This design comes from an exercise in tuning for small area and a short achievable clock period on the open sky130 flow, not from production work. At most, simulation tests tie the RTL to the original design; equivalence was not proved. Power figures rest on the tool's default switching activity, not on a simulated workload.

==> flow/design.v (excerpt) <==
module main(
    input clk,
    input [19:0] data,
    output reg [7:0] result_Ra,
    output reg [7:0] result_Rb,
    output reg [7:0] result_Rc,
    output reg [7:0] result_Rd,
    output reg [15:0] result_bFloat,
    output reg SF,
    output reg ZF
    );
    reg [15:0] result_mul;
    wire [3:0] op = data[19:16];
    wire [7:0] f1 = data[15:8];
    wire [7:0] f2 = data[7:0];
    wire d_a = f1 == 8'h01, d_b = f1 == 8'h02, d_c = f1 == 8'h04, d_d = f1 == 8'h08;
    wire s_ok = f2 == 8'h01 || f2 == 8'h02 || f2 == 8'h04 || f2 == 8'h08;
    wire d_ok = d_a | d_b | d_c | d_d;
    wire same = f1 == f2;
    wire op_save = op == 4'b0001 || op == 4'b0010;
    wire op_sum  = op == 4'b0011 || op == 4'b0100;
    wire op_sub  = op == 4'b0101 || op == 4'b0110;
    wire op_reg  = op == 4'b0010 || op == 4'b0100 || op == 4'b0110;
    wire op_shr  = op == 4'b1011;
    wire op_shl  = op == 4'b1100;
    wire op_mul  = op == 4'b0111 || op == 4'b1000;
    wire op_bf   = op == 4'b1101;
    wire [7:0] opa = ({8{f1[0]}} & result_Ra) | ({8{f1[1]}} & result_Rb) |
                     ({8{f1[2]}} & result_Rc) | ({8{f1[3]}} & result_Rd);
    wire [7:0] srcv = ({8{f2[0]}} & result_Ra) | ({8{f2[1]}} & result_Rb) |
                      ({8{f2[2]}} & result_Rc) | ({8{f2[3]}} & result_Rd);
    wire [7:0] opb = op[0] ? f2 : srcv;
    wire keep = op_reg & (~s_ok | (same & ~(op == 4'b0100 & d_a)));
  ...
Size in the first run: about 1,600 cells after synthesis, roughly 64 flip-flops, about 71 I/O pins.
==> flow/config.mk <==
export PLATFORM = sky130hd
export DESIGN_NAME = main
export DESIGN_NICKNAME = main
export VERILOG_FILES = /design/flow/design.v
export SDC_FILE = /design/flow/constraint.sdc
export NUM_CORES = 4
export LEC_CHECK = 0
export CAP_MARGIN = 20
export CORE_MARGIN = 2
export CORE_UTILIZATION = 40
export SLEW_MARGIN = 20
==> flow/constraint.sdc <==
create_clock -name core_clock -period 15.0 [get_ports {clk}]
set_input_delay 3.0000 -clock core_clock [delete_from_list [all_inputs] [get_ports {clk}]]
set_output_delay 3.0000 -clock core_clock [all_outputs]
set_load 0.01 [all_outputs]
standard.sh (not shown) runs the stock make flow with config.mk's settings and CLKGATE_MAP_FILE= SYNTH_SCRIPT=/design/flow/synth_recipe.tcl, a recipe that flattens the netlist after the stock synthesis.
==> flow/flow/run.sh <==
#!/bin/bash
# Own layout flow: the standard ORFS flow (standard.sh) with these changes:
#  - synthesis leaves the adders to ABC instead of extracting full/half adder cells,
#    and ABC runs its area script (ABC_AREA=1), which here also gives the shorter paths;
#  - the port buffers are buf_1 cells instead of the slow clkdlybuf4s50_1 (the resizer
#    then sizes them as it does any cell).
set -euo pipefail
bash standard.sh ADDER_MAP_FILE= ABC_AREA=1 SETUP_SLACK_MARGIN=8.9 \
  "BUFFER_PORTS_ARGS=-buffer_cell sky130_fd_sc_hd__buf_1" finish > standard_flow.log 2>&1
Then changed:
--- a/flow/flow/run.sh
+++ b/flow/flow/run.sh
@@ -7,3 +7,3 @@
 set -euo pipefail
-bash standard.sh ADDER_MAP_FILE= ABC_AREA=1 SETUP_SLACK_MARGIN=8.9 \
+bash standard.sh ADDER_MAP_FILE= ABC_AREA=1 SETUP_SLACK_MARGIN=8.7 CORE_UTILIZATION=60 PLACE_DENSITY=0.75 \
   "BUFFER_PORTS_ARGS=-buffer_cell sky130_fd_sc_hd__buf_1" finish > standard_flow.log 2>&1
What happened:
- synthesized cell count does not change
- area after synthesis stays the same
- sequential power hardly moves
- total power shrinks by a few percent
- setup slack got worse by 0.17 ns
- worst hold slack got worse by 0.0053 ns
- sequential cell count is unchanged
- first-iteration DRC count grows by about a fifth
- clock power grows by about a fifth
Then changed:
--- a/flow/flow/run.sh
+++ b/flow/flow/run.sh
@@ -5,5 +5,6 @@
 #  - the port buffers are buf_1 cells instead of the slow clkdlybuf4s50_1 (the resizer
-#    then sizes them as it does any cell).
+#    then sizes them as it does any cell);
+#  - repair_timing aims for 8.7 ns of setup slack, so it sizes up the critical paths.
 set -euo pipefail
-bash standard.sh ADDER_MAP_FILE= ABC_AREA=1 SETUP_SLACK_MARGIN=8.7 CORE_UTILIZATION=60 PLACE_DENSITY=0.75 \
+bash standard.sh ADDER_MAP_FILE= ABC_AREA=1 SETUP_SLACK_MARGIN=8.7 GPL_TIMING_DRIVEN=0 \
   "BUFFER_PORTS_ARGS=-buffer_cell sky130_fd_sc_hd__buf_1" finish > standard_flow.log 2>&1
Effect:
- cell area grows by a few percent
- critical path depth shrinks by 9
- setup slack gets better by 0.11 ns
- utilization shrinks by 21 points
- global-route usage shrinks by 9.3 points
- die area grows by well over a third

## P
Another version of the RTL of main (not shown whole).
For scale: roughly 1400 cells after synthesis, about 71 I/O pins, roughly 0.0096 mm² of cells after synthesis.
export LEC_CHECK = 0
export CAP_MARGIN = 20
export CORE_MARGIN = 2
export CORE_UTILIZATION = 40
export SLEW_MARGIN = 20
create_clock -name core_clock -period 15.0 [get_ports {clk}]
==> flow/flow/run.sh <==
#!/bin/bash
set -euo pipefail
bash standard.sh ADDER_MAP_FILE= finish > standard_flow.log 2>&1
P completed; timing, DRC and antenna clean
Edits applied to the flow inputs when going from P to Q:
==> flow/flow/run.sh <==
#!/bin/bash
set -euo pipefail
bash standard.sh ADDER_MAP_FILE= "BUFFER_PORTS_ARGS=-buffer_cell sky130_fd_sc_hd__buf_1" SETUP_SLACK_MARGIN=7.5 finish > standard_flow.log 2>&1
[summary]
Q went all the way through synthesis, placement and routing and the layout is clean on timing, DRC and antenna.
From P to Q the numbers moved as follows: delay of the slowest critical-path stage decreased 0.59 ns; count of antenna diodes in the layout grew by 2; post-route worst setup slack rose 0.95 ns.
### Q -> R
==> flow/flow/run.sh <==
#!/bin/bash
set -euo pipefail
bash standard.sh ADDER_MAP_FILE= "BUFFER_PORTS_ARGS=-buffer_cell sky130_fd_sc_hd__buf_1" finish > standard_flow.log 2>&1
## What came out
- Timing, DRC, antenna: 0 failures across Q and R
- Via count of the first global-routing pass across Q and R: no real change.
- Side by side, post-detailed-route via-to-cell ratio turned out lower in R than in Q.
- Area share of buffers outside the clock network, Q and R, lower one = R.
- R has non-clock buffer count below what Q had.
- Q has a higher total power of the final layout than R.
- Post-layout instance area (R vs. Q) decreases by a few percent
- In the tables for Q and R, share of the final layout cell area in sequential cells reads lower with Q.
- On via count: R sits below Q.
Edits applied to the flow inputs when going from R to S:
==> flow/flow/run.sh <==
#!/bin/bash
set -euo pipefail
bash standard.sh ADDER_MAP_FILE= "BUFFER_PORTS_ARGS=-buffer_cell sky130_fd_sc_hd__buf_1" CORE_UTILIZATION=65 PLACE_DENSITY=0.8 finish > standard_flow.log 2>&1
### Flow results
The final layout from R, which completed every stage, passed the timing, design-rule and antenna checks at the end of the flow.
S: done, clean on timing, DRC and antenna
Compared with R, in S setup slack after layout saw a decrease, actual slew at the worst max-slew pin saw an increase.
In S relative to R, non-clock buffer count had gone down by a few percent.
Summary of S over R: wire length went down; cell area after layout went down; internal power of the cells did not really move.
Half-perimeter wire length of the detailed placement result shrinks by a few percent when moving from R to S.
In the reports for S and R, the larger maximum resistive drop on vdd belongs to S.
Diff R -> S | number of search-and-repair iterations in the first detailed-routing pass | decrease of 3
No functional check of the RTL was part of any run of this note.

Setup of trial 33:
main, a different RTL version from the one above (not shown whole).
Size: roughly 64 flip-flops, ~71 I/O pins, about 0.0092 sq mm of cells after synthesis.
// main
module main(
    input clk,
    input [19:0] data,
    output reg [7:0] result_Ra,
    output reg [7:0] result_Rb,
    output reg [7:0] result_Rc,
    output reg [7:0] result_Rd,
    output reg [15:0] result_bFloat,
    output reg SF,
    output reg ZF
    );
    reg [15:0] result_mul;
    wire [3:0] op = data[19:16];
    wire [7:0] f1 = data[15:8];
    wire [7:0] f2 = data[7:0];
    wire d_a = f1 == 8'h01, d_b = f1 == 8'h02, d_c = f1 == 8'h04, d_d = f1 == 8'h08;
    wire s_ok = f2 == 8'h01 || f2 == 8'h02 || f2 == 8'h04 || f2 == 8'h08;
    wire d_ok = d_a | d_b | d_c | d_d;
    wire same = f1 == f2;
    wire op_save = op == 4'b0001 || op == 4'b0010;
    wire op_sum  = op == 4'b0011 || op == 4'b0100;
    wire op_sub  = op == 4'b0101 || op == 4'b0110;
    wire op_reg  = op == 4'b0010 || op == 4'b0100 || op == 4'b0110;
    wire op_shr  = op == 4'b1011;
    wire op_shl  = op == 4'b1100;
    wire op_mul  = op == 4'b0111 || op == 4'b1000;
    wire op_bf   = op == 4'b1101;
    wire [7:0] opa = ({8{f1[0]}} & result_Ra) | ({8{f1[1]}} & result_Rb) |
                     ({8{f1[2]}} & result_Rc) | ({8{f1[3]}} & result_Rd);
    wire [7:0] srcv = ({8{f2[0]}} & result_Ra) | ({8{f2[1]}} & result_Rb) |
                      ({8{f2[2]}} & result_Rc) | ({8{f2[3]}} & result_Rd);
    wire [7:0] opb = op[0] ? f2 : srcv;
    wire keep = op_reg & (~s_ok | (same & ~(op == 4'b0100 & d_a)));
    wire [7:0] addsub = opa + (opb ^ {8{op_sub}}) + {7'd0, op_sub};
    wire big = f2[7:3] != 5'd0;
    wire [7:0] shr = big ? 8'd0 : (opa >> f2[2:0]);
    wire [7:0] shl = big ? 8'd0 : (opa << f2[2:0]);
    reg [7:0] alu;
    always @* begin
        if (keep) alu = opa;
        else if (op_save) alu = opb;
        else if (op_shr) alu = shr;
        else if (op_shl) alu = shl;
        else alu = addsub;
    end
  ...
export LEC_CHECK = 0
export CAP_MARGIN = 20
export CORE_MARGIN = 2
export CORE_UTILIZATION = 40
export SLEW_MARGIN = 20
create_clock -name core_clock -period 15.0 [get_ports {clk}]
==> flow/flow/run.sh <==
#!/bin/bash
# Own layout flow: the standard ORFS flow (standard.sh) with these changes:
#  - synthesis leaves the adders to ABC instead of extracting full/half adder cells, and
#    ABC maps with flow/abc_map.script (area-recovering mapping under a delay target).
#    Only the ABC step differs from synth_recipe.tcl: the registers are mapped before it.
#  - the port buffers are buf_1 cells instead of the slow clkdlybuf4s50_1 (the resizer
#    then sizes them as it does any cell);
#  - repair_timing aims for 8.7 ns of setup slack, so it sizes up the critical paths.
set -euo pipefail
W=$PWD
mkdir -p "$W/own"
sed "s#^  log_cmd abc {\*}\$abc_args#  log_cmd abc -script $W/flow/abc_map.script {*}[lrange \$abc_args 2 end]#" \
  "$FLOW_HOME/scripts/synth.tcl" > "$W/own/synth_own.tcl"
grep -q "abc_map.script" "$W/own/synth_own.tcl"
sed "s#source \$::env(SCRIPTS_DIR)/synth.tcl#source $W/own/synth_own.tcl#" \
  "$W/synth_recipe.tcl" > "$W/own/synth_recipe_own.tcl"
grep -q "synth_own.tcl" "$W/own/synth_recipe_own.tcl"
bash standard.sh SYNTH_SCRIPT="$W/own/synth_recipe_own.tcl" ADDER_MAP_FILE= ABC_AREA=1 SETUP_SLACK_MARGIN=8.7 CTS_BUF_LIST=sky130_fd_sc_hd__clkbuf_8 \
  "BUFFER_PORTS_ARGS=-buffer_cell sky130_fd_sc_hd__buf_1" finish > standard_flow.log 2>&1
==> flow/flow/abc_map.script <==
strash
dch -f
map -B 0.9
strash
dch -f
map -B 0.9
topo
stime -c
buffer -c
upsize -c
dnsize -c
diff inputs: trial 33 => build 41
==> flow/flow/run.sh <==
#!/bin/bash
# Own layout flow: the standard ORFS flow (standard.sh) with these changes:
#  - synthesis leaves the adders to ABC instead of extracting full/half adder cells,
#    and ABC runs its area script (ABC_AREA=1), which here also gives the shorter paths;
#  - the port buffers are buf_1 cells instead of the slow clkdlybuf4s50_1 (the resizer
#    then sizes them as it does any cell);
#  - repair_timing aims for 8.7 ns of setup slack, so it sizes up the critical paths.
set -euo pipefail
bash standard.sh ADDER_MAP_FILE= ABC_AREA=1 SETUP_SLACK_MARGIN=8.7 CTS_BUF_LIST=sky130_fd_sc_hd__clkbuf_8 \
  "BUFFER_PORTS_ARGS=-buffer_cell sky130_fd_sc_hd__buf_1" finish > standard_flow.log 2>&1
removed: flow/flow/abc_map.script
==> summary.txt <==
For die boundary width, build 41 and trial 33 come out practically identical.
As far as die area is concerned, trial 33 and build 41 perform about the same.
Cell count (build 41 over trial 33): increase, 16
Of trial 33 and build 41, the higher wire length of the first global-routing pass belongs to trial 33.
Looking at trial 33 and build 41, the multi-input gate count is a wash.
Any difference in sequential power between build 41 and trial 33 is small enough to ignore.
Relative to trial 33, the total vias in the final route of build 41 is lower by 271.
On count of clock-buffer cells in the layout: between trial 33 and build 41, it ends up higher for build 41.
Diff trial 33 -> build 41 | non-clock buffer count | increase of 14

main again, from the RTL that the note above started with.
Settings: LEC_CHECK=0, CAP_MARGIN=20, CORE_MARGIN=2, CORE_UTILIZATION=40, SLEW_MARGIN=20; clock period 15.0 ns.
==> flow/flow/run.sh <==
#!/bin/bash
# Own layout flow: the standard ORFS flow (standard.sh) with these changes:
#  - synthesis leaves the adders to ABC instead of extracting full/half adder cells, and
#    ABC maps with flow/abc_map.script (area-recovering mapping under a delay target).
#    Only the ABC step differs from synth_recipe.tcl: the registers are mapped before it.
#  - the port buffers are buf_1 cells instead of the slow clkdlybuf4s50_1 (the resizer
#    then sizes them as it does any cell);
#  - repair_timing aims for 8.7 ns of setup slack, so it sizes up the critical paths.
set -euo pipefail
W=$PWD
mkdir -p "$W/own"
sed "s#^  log_cmd abc {\*}\$abc_args#  log_cmd abc -script $W/flow/abc_map.script {*}[lrange \$abc_args 2 end]#" \
  "$FLOW_HOME/scripts/synth.tcl" > "$W/own/synth_own.tcl"
grep -q "abc_map.script" "$W/own/synth_own.tcl"
sed "s#source \$::env(SCRIPTS_DIR)/synth.tcl#source $W/own/synth_own.tcl#" \
  "$W/synth_recipe.tcl" > "$W/own/synth_recipe_own.tcl"
grep -q "synth_own.tcl" "$W/own/synth_recipe_own.tcl"
bash standard.sh SYNTH_SCRIPT="$W/own/synth_recipe_own.tcl" ADDER_MAP_FILE= ABC_AREA=1 SETUP_SLACK_MARGIN=8.7 CTS_BUF_LIST=sky130_fd_sc_hd__clkbuf_8 \
  "BUFFER_PORTS_ARGS=-buffer_cell sky130_fd_sc_hd__buf_1" finish > standard_flow.log 2>&1
==> flow/flow/abc_map.script <==
strash
dch -f
map -B 0.7
strash
dch -f
map -B 0.7
strash
dch -f
map -B 0.7
topo
stime -c
buffer -c
upsize -c
dnsize -c
Rerun with:
==> flow/flow/abc_map.script (replaced) <==
strash
dch -f
map -B 0.5
strash
dch -f
map -B 0.5
strash
dch -f
map -B 0.5
topo
stime -c
buffer -c
upsize -c
dnsize -c
Sequential share of layout area falls by 0.22 points. Cell area is higher slightly. Clock-buffer cell count is unchanged. Utilization fell by 0.94 points.
Rerun with:
==> flow/flow/abc_map.script (replaced) <==
strash
dch -f
map -B 0.9
strash
dch -f
map -B 0.9
strash
dch -f
map -B 0.9
topo
stime -c
buffer -c
upsize -c
dnsize -c
Result:
- power increases slightly
- clock skew increases by 9.1 ps
- utilization decreases by 0.35 points
- wire length decreases slightly

== run 1 ==
Another version of the RTL of main (not shown whole).
Size: ~1600 cells after synthesis, about 64 flip-flops, roughly 71 I/O pins, about 9300 um^2 of cells after synthesis.
## main
module main(
    input clk,
    input [19:0] data,
    output reg [7:0] result_Ra,
    output reg [7:0] result_Rb,
    output reg [7:0] result_Rc,
    output reg [7:0] result_Rd,
    output reg [15:0] result_bFloat,
    output reg SF,
    output reg ZF
    );
    reg [15:0] result_mul;
    wire [3:0] op = data[19:16];
    wire [7:0] f1 = data[15:8];
    wire [7:0] f2 = data[7:0];
    wire d_a = f1 == 8'h01, d_b = f1 == 8'h02, d_c = f1 == 8'h04, d_d = f1 == 8'h08;
    wire s_ok = f2 == 8'h01 || f2 == 8'h02 || f2 == 8'h04 || f2 == 8'h08;
    wire d_ok = d_a | d_b | d_c | d_d;
    wire same = f1 == f2;
    wire op_save = op == 4'b0001 || op == 4'b0010;
    wire op_sum  = op == 4'b0011 || op == 4'b0100;
    wire op_sub  = op == 4'b0101 || op == 4'b0110;
    wire op_reg  = op == 4'b0010 || op == 4'b0100 || op == 4'b0110;
    wire op_shr  = op == 4'b1011;
    wire op_shl  = op == 4'b1100;
    wire op_mul  = op == 4'b0111 || op == 4'b1000;
    wire op_bf   = op == 4'b1101;
    wire [7:0] opa = ({8{f1[0]}} & result_Ra) | ({8{f1[1]}} & result_Rb) |
                     ({8{f1[2]}} & result_Rc) | ({8{f1[3]}} & result_Rd);
    wire [7:0] srcv = ({8{f2[0]}} & result_Ra) | ({8{f2[1]}} & result_Rb) |
                      ({8{f2[2]}} & result_Rc) | ({8{f2[3]}} & result_Rd);
    wire [7:0] opb = op[0] ? f2 : srcv;
  ...
export LEC_CHECK = 0
export CAP_MARGIN = 20
export CORE_MARGIN = 2
export CORE_UTILIZATION = 40
export SLEW_MARGIN = 20
create_clock -name core_clock -period 15.0 [get_ports {clk}]
==> flow/flow/run.sh <==
#!/bin/bash
# Own layout flow: the standard ORFS flow (standard.sh) with these changes:
#  - synthesis leaves the adders to ABC instead of extracting full/half adder cells, and
#    ABC maps with flow/abc_map.script (area-recovering mapping under a delay target).
#    Only the ABC step differs from synth_recipe.tcl: the registers are mapped before it.
#  - the port buffers are buf_1 cells instead of the slow clkdlybuf4s50_1 (the resizer
#    then sizes them as it does any cell);
#  - repair_timing aims for 8.7 ns of setup slack, so it sizes up the critical paths.
set -euo pipefail
W=$PWD
mkdir -p "$W/own"
sed "s#^  log_cmd abc {\*}\$abc_args#  log_cmd abc -script $W/flow/abc_map.script {*}[lrange \$abc_args 2 end]#" \
  "$FLOW_HOME/scripts/synth.tcl" > "$W/own/synth_own.tcl"
grep -q "abc_map.script" "$W/own/synth_own.tcl"
sed "s#source \$::env(SCRIPTS_DIR)/synth.tcl#source $W/own/synth_own.tcl#" \
  "$W/synth_recipe.tcl" > "$W/own/synth_recipe_own.tcl"
grep -q "synth_own.tcl" "$W/own/synth_recipe_own.tcl"
bash standard.sh SYNTH_SCRIPT="$W/own/synth_recipe_own.tcl" ADDER_MAP_FILE= ABC_AREA=1 SETUP_SLACK_MARGIN=8.7 \
  "BUFFER_PORTS_ARGS=-buffer_cell sky130_fd_sc_hd__buf_1" finish > standard_flow.log 2>&1
==> flow/flow/abc_map.script <==
strash
balance
rewrite
refactor
balance
rewrite
rewrite -z
balance
refactor -z
rewrite -z
balance
dch -f
map -B 0.9
topo
stime -c
buffer -c
upsize -c
dnsize -c
Modified inputs, run 2 compared to run 1
==> flow/flow/run.sh <==
#!/bin/bash
# Own layout flow: the standard ORFS flow (standard.sh) with these changes:
#  - synthesis leaves the adders to ABC instead of extracting full/half adder cells,
#    and ABC runs its area script (ABC_AREA=1), which here also gives the shorter paths;
#  - the port buffers are buf_1 cells instead of the slow clkdlybuf4s50_1 (the resizer
#    then sizes them as it does any cell);
#  - repair_timing aims for 8.7 ns of setup slack, so it sizes up the critical paths.
set -euo pipefail
bash standard.sh ADDER_MAP_FILE= ABC_AREA=1 SETUP_SLACK_MARGIN=8.7 \
  "BUFFER_PORTS_ARGS=-buffer_cell sky130_fd_sc_hd__buf_1" finish > standard_flow.log 2>&1
removed: flow/flow/abc_map.script
Findings:
No stage failed in run 1, and the final checks on the layout all came back clean. Run 2 completed every stage of the flow, and the final layout passed the timing, design-rule and antenna checks. Taking run 1 as the reference, in run 2 portion of the clock cycle consumed by the worst path in the final layout now sits lower; area inside the core boundary now sits lower; placed instance area now sits lower. Max maximum number of pins on one net before global-route repair across run 1 and run 2: run 2. Summary of run 2 over run 1: netlist area before placement dropped about 3%; full die area dropped about 3%.
No run of this note included a check of the RTL's function; only the layout flow was run.

-- what the ideal ports hide --
Ports are ideal in the flow. The routed layouts listed here were re-timed in OpenROAD.
Step 1 (the two cells are an assumption about what drives the block):
set clk [get_ports {clk}]
set_driving_cell -lib_cell sky130_fd_sc_hd__clkbuf_16 $clk
set_driving_cell -lib_cell sky130_fd_sc_hd__buf_2 [delete_from_list [all_inputs] $clk]
Step 2, shift: input delay + t, output delay - t, t = (earliest + latest rising clock arrival at the registers) / 2. This alone moves slack from input paths to output paths.
Three values: ideal ports, drivers, drivers and shift; two values: the first two.
| run | t, ns | slack for setup (ns) | cell pins on the clock port's net |
|---|---|---|---|
| the first run of note 1 | 0.367 | 9.087 / 9.056 / 8.688 | 1 |
| the second run of note 1 | 0.368 | 8.919 / 8.904 / 8.536 | 1 |
| the third run of note 1 | 0.363 | 9.028 / 9.040 / 8.677 | 1 |
| P | 0.368 | 6.747 / 6.729 / 6.360 | 1 |
| Q | 0.362 | 7.694 / 7.712 / 7.350 | 1 |
| R | 0.362 | 7.097 / 7.110 / 6.747 | 1 |
| S | 0.370 | 7.028 / 7.013 / 6.643 | 1 |
| trial 33 | 0.370 | 8.996 / 8.999 / 8.629 | 1 |
| build 41 | 0.377 | 8.980 / 8.991 / 8.614 | 1 |
| the first run of note 4 | 0.368 | 8.914 / 8.925 / 8.556 | 1 |
| the second run of note 4 | 0.376 | 8.950 / 8.934 / 8.558 | 1 |
| the third run of note 4 | 0.385 | 9.020 / 9.034 / 8.649 | 1 |
| run 1 | 0.364 | 8.942 / 8.962 / 8.597 | 1 |
| run 2 | 0.375 | 8.965 / 8.977 / 8.602 | 1 |
After both steps every run listed still meets setup and hold. For the first run of note 1, which loses most, drivers alone change the setup slack by -0.031 ns; drivers and shift together by -0.399 ns.
